This is an optimization exercise on Yosys and OpenROAD, whose aim is small area and a short achievable clock period, not a production implementation.
Only simulation tests tie the RTL to the original design; equivalence was not proved.
Power is estimated from default activity; no workload was simulated.

## ember
## top
module top (
  input         clk,
  input         rst,
  input  [31:0] a,
  input  [31:0] b,
  output [67:0] y
);
export LEC_CHECK = 0
export CAP_MARGIN = 20
export CORE_MARGIN = 2
export CORE_UTILIZATION = 40
export PLACE_DENSITY = 0.75
export SLEW_MARGIN = 40
create_clock -name core_clock -period 12.0 [get_ports {clk}]
standard.sh (not shown) runs the stock make flow with config.mk's settings and CLKGATE_MAP_FILE= SYNTH_SCRIPT=/design/flow/synth_recipe.tcl, a recipe that flattens the netlist after the stock synthesis.
==> flow/flow/run.sh <==
#!/bin/bash
# Own layout flow: the standard flow, with two changes.
#  1. After the standard synthesis, polarity.py removes inverters around the full adders
#     and orders each full adder's inputs by arrival time (a netlist rewrite that keeps
#     every register and the logic function).
#  2. Input ports get buf_4 buffers (each drives 16 gates) and output ports buf_1
#     buffers, instead of the default delay-buffer cells.
# Each tool's output goes to a log file of its own in this folder.
set -euo pipefail
here=$(pwd)
R=$here/orfs/results/$FLOW_PLATFORM/top/base
bash standard.sh "$R/1_2_yosys.v" > synth.log 2>&1
cp "$R/1_2_yosys.v" "$here/1_2_yosys.std.v"
python3 flow/polarity.py "$here/1_2_yosys.std.v" "$R/1_2_yosys.v" > polarity.log 2>&1
export BUFFER_PORTS_ARGS="-inputs -buffer_cell sky130_fd_sc_hd__buf_4"
export POST_GLOBAL_PLACE_TCL="$here/flow/outbuf.tcl"
bash standard.sh > layout.log 2>&1
==> flow/flow/outbuf.tcl <==
# Buffer the output ports (the input ports were buffered before global placement).
buffer_ports -outputs -buffer_cell sky130_fd_sc_hd__buf_1
Other scripts of this flow, unchanged in this note and not shown: flow/flow/polarity.py
diff inputs: ember => maple
diff --git a/flow/config.mk b/flow/config.mk
--- a/flow/config.mk
+++ b/flow/config.mk
@@ -11,2 +11 @@
-export PLACE_DENSITY = 0.75
-export SLEW_MARGIN = 40
+export SLEW_MARGIN = 20
## What came out
- Taking ember as the reference, in maple clock period minus worst slack has decreased; multi-input gate share of total cell area picked up an extra 0.28 points; layout overhead on the synthesized area fell 0.43 points.
### maple -> lagoon
diff --git a/flow/flow/run.sh b/flow/flow/run.sh
--- a/flow/flow/run.sh
+++ b/flow/flow/run.sh
@@ -4,4 +4,2 @@
-#     and orders each full adder's inputs by arrival time (a netlist rewrite that keeps
-#     every register and the logic function).
-#  2. Input ports get buf_4 buffers (each drives 16 gates) and output ports buf_1
-#     buffers, instead of the default delay-buffer cells.
+#     (a netlist rewrite that keeps every register and the logic function).
+#  2. Port buffers are buf_2 cells instead of the default delay-buffer cells.
@@ -15,2 +13 @@
-export BUFFER_PORTS_ARGS="-inputs -buffer_cell sky130_fd_sc_hd__buf_4"
-export POST_GLOBAL_PLACE_TCL="$here/flow/outbuf.tcl"
+export BUFFER_PORTS_ARGS="-buffer_cell sky130_fd_sc_hd__buf_2"
diff --git a/flow/config.mk b/flow/config.mk
--- a/flow/config.mk
+++ b/flow/config.mk
@@ -11 +11 @@
-export SLEW_MARGIN = 20
+export SLEW_MARGIN = 70
removed: flow/flow/outbuf.tcl
- Comparing lagoon with maple, the final area came out essentially unchanged.
- Run comparison: maple startpoint of the most critical setup path b[10]; lagoon startpoint of the most critical setup path b[11]
- The routed wire length was comparable across lagoon and maple.
- Between lagoon and maple, it is lagoon whose first-pass GRT wire length is higher, by about 1.1%.

* * *

== job 101 ==
Starting RTL as in the previous note.
export LEC_CHECK = 0
export CAP_MARGIN = 20
export CORE_MARGIN = 2
export CORE_UTILIZATION = 40
export SLEW_MARGIN = 40
create_clock -name core_clock -period 12.0 [get_ports {clk}]
==> flow/flow/run.sh <==
#!/bin/bash
# Own layout flow: the standard flow, with two changes.
#  1. After the standard synthesis, polarity.py removes inverters around the full adders
#     and orders each full adder's inputs by arrival time (a netlist rewrite that keeps
#     every register and the logic function).
#  2. Input ports get buf_4 buffers (each drives 16 gates) and output ports buf_1
#     buffers, instead of the default delay-buffer cells.
# Each tool's output goes to a log file of its own in this folder.
set -euo pipefail
here=$(pwd)
R=$here/orfs/results/$FLOW_PLATFORM/top/base
bash standard.sh "$R/1_2_yosys.v" > synth.log 2>&1
cp "$R/1_2_yosys.v" "$here/1_2_yosys.std.v"
python3 flow/polarity.py "$here/1_2_yosys.std.v" "$R/1_2_yosys.v" > polarity.log 2>&1
export BUFFER_PORTS_ARGS="-inputs -buffer_cell sky130_fd_sc_hd__buf_4"
export POST_GLOBAL_PLACE_TCL="$here/flow/outbuf.tcl"
bash standard.sh > layout.log 2>&1
Other scripts of this flow, unchanged in this note and not shown: flow/flow/outbuf.tcl, flow/flow/polarity.py
Relative to job 101, the following input files were edited for job 102:
Settings: changing SLEW_MARGIN from 40 to 70.
==> comparison <==
- The utilization after layout on job 102 is in line with that on job 101.
- Comparing job 102 with job 101, the power per cell area came out essentially unchanged.
- [compare] base=job 101 new=job 102: non-clock buffer count grew by 1; proportion of layout cells with a drive suffix above 1 grew by 0.26 points.
- The met3 global-route usage reported for job 102 is smaller than that of job 101 by 0.24 points.
- Job 102 vs job 101, post-layout instance area went up by 0.34%.
- Between job 102 and job 101, the difference in sequential share of power is negligible.
- Job 101 has higher filler cell count in the final layout than job 102.
Inputs modified between job 102 and job 103:
Settings: SLEW_MARGIN: 70 -> 40; GPL_TIMING_DRIVEN: unset -> 0.
==> notes.md <==
Job 103 reached the final stage; the timing, design-rule and antenna checks on its layout passed. Summary of job 103 over job 102: global routing usage on met2 grew by 4.3 points, global-route wire length before repair grew by 15%, non-clock buffer count grew by 67%, number of global-route vias before repair grew by about 8%. Detailed-route wire length, job 103 and job 102: lower on job 102.

* * *

== rev 12 ==
Another version of the RTL of top (not shown whole).
For scale: roughly 110 flip-flops, ~130 I/O pins, ~17,000 µm² of cells after synthesis.
export LEC_CHECK = 0
export CAP_MARGIN = 20
export CORE_MARGIN = 2
export CORE_UTILIZATION = 40
export SLEW_MARGIN = 90
create_clock -name core_clock -period 12.0 [get_ports {clk}]
run.sh (not shown) runs the stock make flow with config.mk's settings and CLKGATE_MAP_FILE= SYNTH_SCRIPT=/design/flow/synth_recipe.tcl, a recipe that flattens the netlist after the stock synthesis.
Stock flow here: none of the scripts above is used.
Rev 12 reached the final stage; the timing, design-rule and antenna checks on its layout passed.
--- input diff rev 12..rev 13 ---
diff --git a/flow/config.mk b/flow/config.mk
--- a/flow/config.mk
+++ b/flow/config.mk
@@ -7,2 +7,3 @@
 export LEC_CHECK = 0
+export ABC_CLOCK_PERIOD_IN_PS = 1500
 export CAP_MARGIN = 20
@@ -10,2 +11,2 @@
 export CORE_UTILIZATION = 40
-export SLEW_MARGIN = 90
+export SLEW_MARGIN = 20
Kind of critical path: reg -> out -> rev 12, in -> reg -> rev 13
Going from rev 12 to rev 13, via count shrank by 770, data required time at the worst endpoint grew by 2.70 ns, wire length on met3 grew by 23%.
Of the two values seen for startpoint of the worst setup timing path, c22_ql[6]$_DFF_PP0_ was produced by rev 12 and b[12] by rev 13.

[static timing again, ports no longer ideal]
No port has a modelled driver above. Below, the same layouts with a new extraction and two added sets of constraints. Step 1: set_driving_cell puts a clkbuf_16 on clk and a buf_2 on each other input, an assumption about the parent block. Step 2 also shifts input and output timing later by t, the mid clock arrival at the registers, as if the neighbouring blocks saw the same clock. Slacks: no drivers / after step 1 / after step 2; pairs: no drivers / after step 1.
run	t (ns)	setup WS [ns]	clock arrival spread, ns	worst slew at a driven data input, ns	cell pins on the clock port's net
ember	0.417	6.642 / 6.646 / 6.229	0.007 / 0.006	0.07	1
maple	0.418	6.649 / 6.630 / 6.212	0.016 / 0.015	0.07	1
lagoon	0.423	6.516 / 6.504 / 6.081	0.009 / 0.010	0.07	1
job 101	0.419	6.643 / 6.631 / 6.212	0.016 / 0.016	0.08	1
job 102	0.417	6.644 / 6.635 / 6.217	0.014 / 0.013	0.07	1
job 103	0.430	5.990 / 6.014 / 5.584	0.007 / 0.007	0.09	1
rev 12	0.450	0.735 / 0.679 / 1.129	0.011 / 0.010	0.08	1
rev 13	0.453	5.717 / 5.735 / 5.282	0.016 / 0.016	0.06	1
After both steps setup and hold are still met in every run listed. For maple, which loses most, drivers alone change the setup slack by -0.019 ns; drivers and shift together by -0.437 ns.
